This design comes from an exercise in tuning for small area, a short achievable clock period and few clock cycles on the open sky130 flow, not from production work. Only simulation tests tie the RTL to the original design; equivalence was not proved. No activity file was given, so power comes from the tool's default toggle rates.

// kappa3_light_core
module kappa3_light_core(input         clock,
			 input 	       reset,
			 output [31:0] mem_addr,
			 output        mem_read,
			 output        mem_write,
			 output [31:0] mem_wrdata,
			 output [3:0]  mem_wrbits,
			 input [31:0]  mem_rddata);
Settings: LEC_CHECK=0, CAP_MARGIN=25, CORE_MARGIN=2, CORE_UTILIZATION=60, CTS_BUF_LIST=sky130_fd_sc_hd__clkbuf_16, CTS_CLUSTER_DIAMETER=80, CTS_CLUSTER_SIZE=24, PLACE_DENSITY=0.7, SLEW_MARGIN=25, SYNTH_HIERARCHICAL=1; clock period 10.0 ns.
standard.sh (not shown) runs the stock make flow with config.mk's settings and CLKGATE_MAP_FILE= SYNTH_SCRIPT=/design/flow/synth_recipe.tcl, a recipe that flattens the netlist after the stock synthesis.
==> flow/flow/run.sh <==
#!/bin/bash
# Layout flow: the standard synthesis (standard.sh synth, unchanged), then
# the standard ORFS steps (standard.sh) with three changes:
#  - the port buffers are buf_4 cells instead of the cell buffer_ports picks
#    by default (a slow delay cell on this platform);
#  - timing repair aims for a larger setup margin, on the worst endpoints only;
#  - clock tree synthesis inserts no dummy loads (same buffers and clustering
#    as config.mk's CTS settings).
# make's output goes to flow_synth.log and flow_layout.log, each ORFS step's
# to orfs/logs/.
set -euo pipefail
cd "$(dirname "$0")/.."
bash standard.sh synth > flow_synth.log 2>&1
bash standard.sh "BUFFER_PORTS_ARGS=-buffer_cell sky130_fd_sc_hd__buf_4" \
     SETUP_SLACK_MARGIN=6.25 TNS_END_PERCENT=5 \
     "CTS_ARGS=-sink_clustering_enable -repair_clock_nets -buf_list sky130_fd_sc_hd__clkbuf_16 -sink_clustering_size 24 -sink_clustering_max_diameter 80 -dont_use_dummy_load" \
     finish > flow_layout.log 2>&1
The starting point completed without violations.
Testbench counts at the start, summed over its fixed seeds: cycles 653,986.
Next try:
--- a/flow/flow/run.sh
+++ b/flow/flow/run.sh
@@ -14,3 +14,3 @@
 bash standard.sh "BUFFER_PORTS_ARGS=-buffer_cell sky130_fd_sc_hd__buf_4" \
-     SETUP_SLACK_MARGIN=6.25 TNS_END_PERCENT=5 \
+     SETUP_SLACK_MARGIN=6.5 TNS_END_PERCENT=5 \
      "CTS_ARGS=-sink_clustering_enable -repair_clock_nets -buf_list sky130_fd_sc_hd__clkbuf_16 -sink_clustering_size 24 -sink_clustering_max_diameter 80 -dont_use_dummy_load" \
The changed run finished with timing, DRC and antenna clean.
Via count came out higher by 0.35%.
Core utilization came out higher by 1.8 points.
Final area came out higher by 2.6%.
Global-route usage came out higher by 0.37 points.
Area after synthesis is unchanged.
Die area does not change.
Count of clock-buffer cells in the layout came out lower by 1.
Non-clock buffer count came out higher by 55.
Total power came out higher by about 0.8%.
Final cell count came out higher by 0.68%.
Sequential power stays flat.
Next try:
Settings changed: CORE_UTILIZATION 60 to 50, PLACE_DENSITY 0.7 to not set.
The new run ran to the end with no violations; register-to-register slack improved by 20 ps; hold slack improved by 3.7 ps; via count is lower by about 0.8%; maximum frequency is lower by about 1.7%; worst setup slack got worse by 68 ps; sequential power is about the same; synthesized cell count does not change; power is higher by about 2.6%.
Next try:
--- a/flow/flow/run.sh
+++ b/flow/flow/run.sh
@@ -14,3 +14,3 @@
 bash standard.sh "BUFFER_PORTS_ARGS=-buffer_cell sky130_fd_sc_hd__buf_4" \
-     SETUP_SLACK_MARGIN=6.5 TNS_END_PERCENT=5 \
+     SETUP_SLACK_MARGIN=6.0 TNS_END_PERCENT=5 \
      "CTS_ARGS=-sink_clustering_enable -repair_clock_nets -buf_list sky130_fd_sc_hd__clkbuf_16 -sink_clustering_size 24 -sink_clustering_max_diameter 80 -dont_use_dummy_load" \
Settings changed: CORE_UTILIZATION 50 to 60, PLACE_DENSITY set to 0.7.
After rerunning: Clock skew is about the same. Final area falls by 6.2%. Critical path depth falls by 2. Global-route usage rises by 6.0 points. Sequential share of layout area rises by 3.1 points. Worst setup slack is worse by 280 ps. Non-clock buffer count falls by 155. Area after synthesis does not change. Maximum frequency falls by 6.5%. Combinational power falls by 7.4%. Clock power falls by 8.2%.

========
violet:
kappa3_light_core, a different RTL version from the one above (not shown whole).
For scale: about 5100 cells after synthesis, about 1200 flip-flops, ~62000 sq um of cells after synthesis.
Settings: LEC_CHECK=0, CAP_MARGIN=25, CORE_MARGIN=2, CORE_UTILIZATION=60, CTS_BUF_LIST=sky130_fd_sc_hd__clkbuf_16, CTS_CLUSTER_DIAMETER=80, CTS_CLUSTER_SIZE=24, PLACE_DENSITY=0.7, SLEW_MARGIN=40, SYNTH_HIERARCHICAL=1; clock period 10.0 ns.
==> flow/flow/run.sh <==
#!/bin/bash
# Layout flow: the standard synthesis (standard.sh synth, unchanged), then
# the standard ORFS steps (standard.sh) with three changes:
#  - the port buffers are buf_4 cells instead of the cell buffer_ports picks
#    by default (a slow delay cell on this platform);
#  - timing repair aims for a larger setup margin, on the worst endpoints only;
#  - clock tree synthesis inserts no dummy loads (same buffers and clustering
#    as config.mk's CTS settings).
# make's output goes to flow_synth.log and flow_layout.log, each ORFS step's
# to orfs/logs/.
set -euo pipefail
cd "$(dirname "$0")/.."
bash standard.sh synth > flow_synth.log 2>&1
bash standard.sh "BUFFER_PORTS_ARGS=-buffer_cell sky130_fd_sc_hd__buf_4" \
     SETUP_SLACK_MARGIN=6.25 TNS_END_PERCENT=5 \
     "CTS_ARGS=-sink_clustering_enable -repair_clock_nets -buf_list sky130_fd_sc_hd__clkbuf_16 -sink_clustering_size 24 -sink_clustering_max_diameter 80 -dont_use_dummy_load" \
     finish > flow_layout.log 2>&1
violet completed every stage of the flow, and the final layout passed the timing, DRC and antenna checks.
Testbench counts of violet, summed over its fixed seeds: cycles 653,986.
For nickel, these inputs were changed with respect to violet:
- changing CAP_MARGIN from 25 to 35
diff --git a/flow/flow/run.sh b/flow/flow/run.sh
--- a/flow/flow/run.sh
+++ b/flow/flow/run.sh
@@ -13,5 +13,5 @@
 bash standard.sh synth > flow_synth.log 2>&1
 bash standard.sh "BUFFER_PORTS_ARGS=-buffer_cell sky130_fd_sc_hd__buf_4" \
-     SETUP_SLACK_MARGIN=6.25 TNS_END_PERCENT=5 \
+     SETUP_SLACK_MARGIN=6.5 TNS_END_PERCENT=5 \
      "CTS_ARGS=-sink_clustering_enable -repair_clock_nets -buf_list sky130_fd_sc_hd__clkbuf_16 -sink_clustering_size 24 -sink_clustering_max_diameter 80 -dont_use_dummy_load" \
      finish > flow_layout.log 2>&1
Findings:
Diff violet -> nickel: detailed-routing iteration count for the pre-antenna-repair pass went down by 1, portion of the clock cycle consumed by the worst path in the final layout has decreased, critical path depth lower.
Looking at cell at the slowest stage of the critical path, the sky130_fd_sc_hd__nor2_1 result is from violet; the sky130_fd_sc_hd__a222oi_1 one comes from nickel.
Number of inserted filler cells in the final layout is higher on violet
Delta (nickel minus violet): power consumed by the clock network increased about 2%; number of buffers and inverters on the critical path decreased 1; setup slack increased 0.18 ns; part of the total power dissipated in sequential elements decreased 0.2 points; global-route usage over all layers increased 1.8 points.
HPWL after detailed placement delta for nickel relative to violet: 1.3% lower
What harbor does differently from nickel at the input level:
- CAP_MARGIN changed from 35 to 25
==> summary.txt <==
harbor completed every stage of the flow, and the final layout passed the timing, DRC and antenna checks.
As far as sequential power share is concerned, nickel and harbor perform about the same.
| total cell area at the placement stage | harbor vs nickel | ≈ equal |
Count of different cell masters after synthesis came out exactly the same in nickel and harbor.
On overall power after layout, nickel and harbor are neck and neck.
Taking nickel as the reference, in harbor initial antenna violation count ~0 delta, maximum operating frequency ~0 delta.
What yarrow does differently from harbor at the input level:
- SLEW_MARGIN: 40 -> 25
- PLACE_DENSITY: 0.7 -> 0.66
- CORE_UTILIZATION: 60 -> 55
Notes after the runs:
Compared with harbor, in yarrow leakage power shows a reduction of about 2%, quantity of gates resized following cts shows a reduction of about 50%, first-pass GRT wire length shows no meaningful change.
The following lists how cedar was set up differently from yarrow:
- a change of SLEW_MARGIN from 25 to 55
- a change of CORE_UTILIZATION from 55 to 60
- a change of PLACE_DENSITY from 0.66 to 0.7
Findings:
Looking only at sequential share of layout area, and setting everything else aside, the lower value of yarrow and cedar goes to cedar.
The core utilization number comes out lower for yarrow vs cedar.
cedar and yarrow ended up with roughly the same total placed instance area.
cedar against yarrow; aggregate routed wire length is down slightly.
Comparing yarrow and cedar, the lower logic gate share of total power was measured on yarrow.

-- afterwards: timing with drivers on the ports --
The results above use ideal ports. As a check the final layouts listed here were re-extracted and re-timed, cells and wires unchanged.
Step 1 (the two cells are an assumption about what drives the block):
set clk [get_ports {clock}]
set_driving_cell -lib_cell sky130_fd_sc_hd__clkbuf_16 $clk
set_driving_cell -lib_cell sky130_fd_sc_hd__buf_2 [delete_from_list [all_inputs] $clk]
Step 2 also shifts input and output timing later by t, the mid clock arrival at the registers, as if the neighbouring blocks saw the same clock.
a / b / c = ideal ports / drivers / drivers and shift; a / b = the first two.
run	t, ns	setup WS [ns]	worst setup path at the end	pins driven straight from the clock port
the first run of note 1	0.776	5.939 / 5.902 / 5.126	input to register	1
the second run of note 1	0.776	6.023 / 5.876 / 5.100	input to register	1
the third run of note 1	0.727	5.954 / 5.845 / 5.118	input to register	1
the fourth run of note 1	0.766	5.673 / 5.718 / 4.952	input to register	1
violet	0.775	6.009 / 6.055 / 5.280	input to register	1
nickel	0.780	6.185 / 6.219 / 5.439	input to register	1
harbor	0.780	6.185 / 6.219 / 5.439	input to register	1
yarrow	0.761	6.049 / 6.049 / 5.306	input to register	1
cedar	0.783	6.168 / 6.191 / 5.407	input to register	1
After both steps every run listed still meets setup and hold. For the second run of note 1, which loses most, drivers alone change the setup slack by -0.147 ns; drivers and shift together by -0.923 ns.
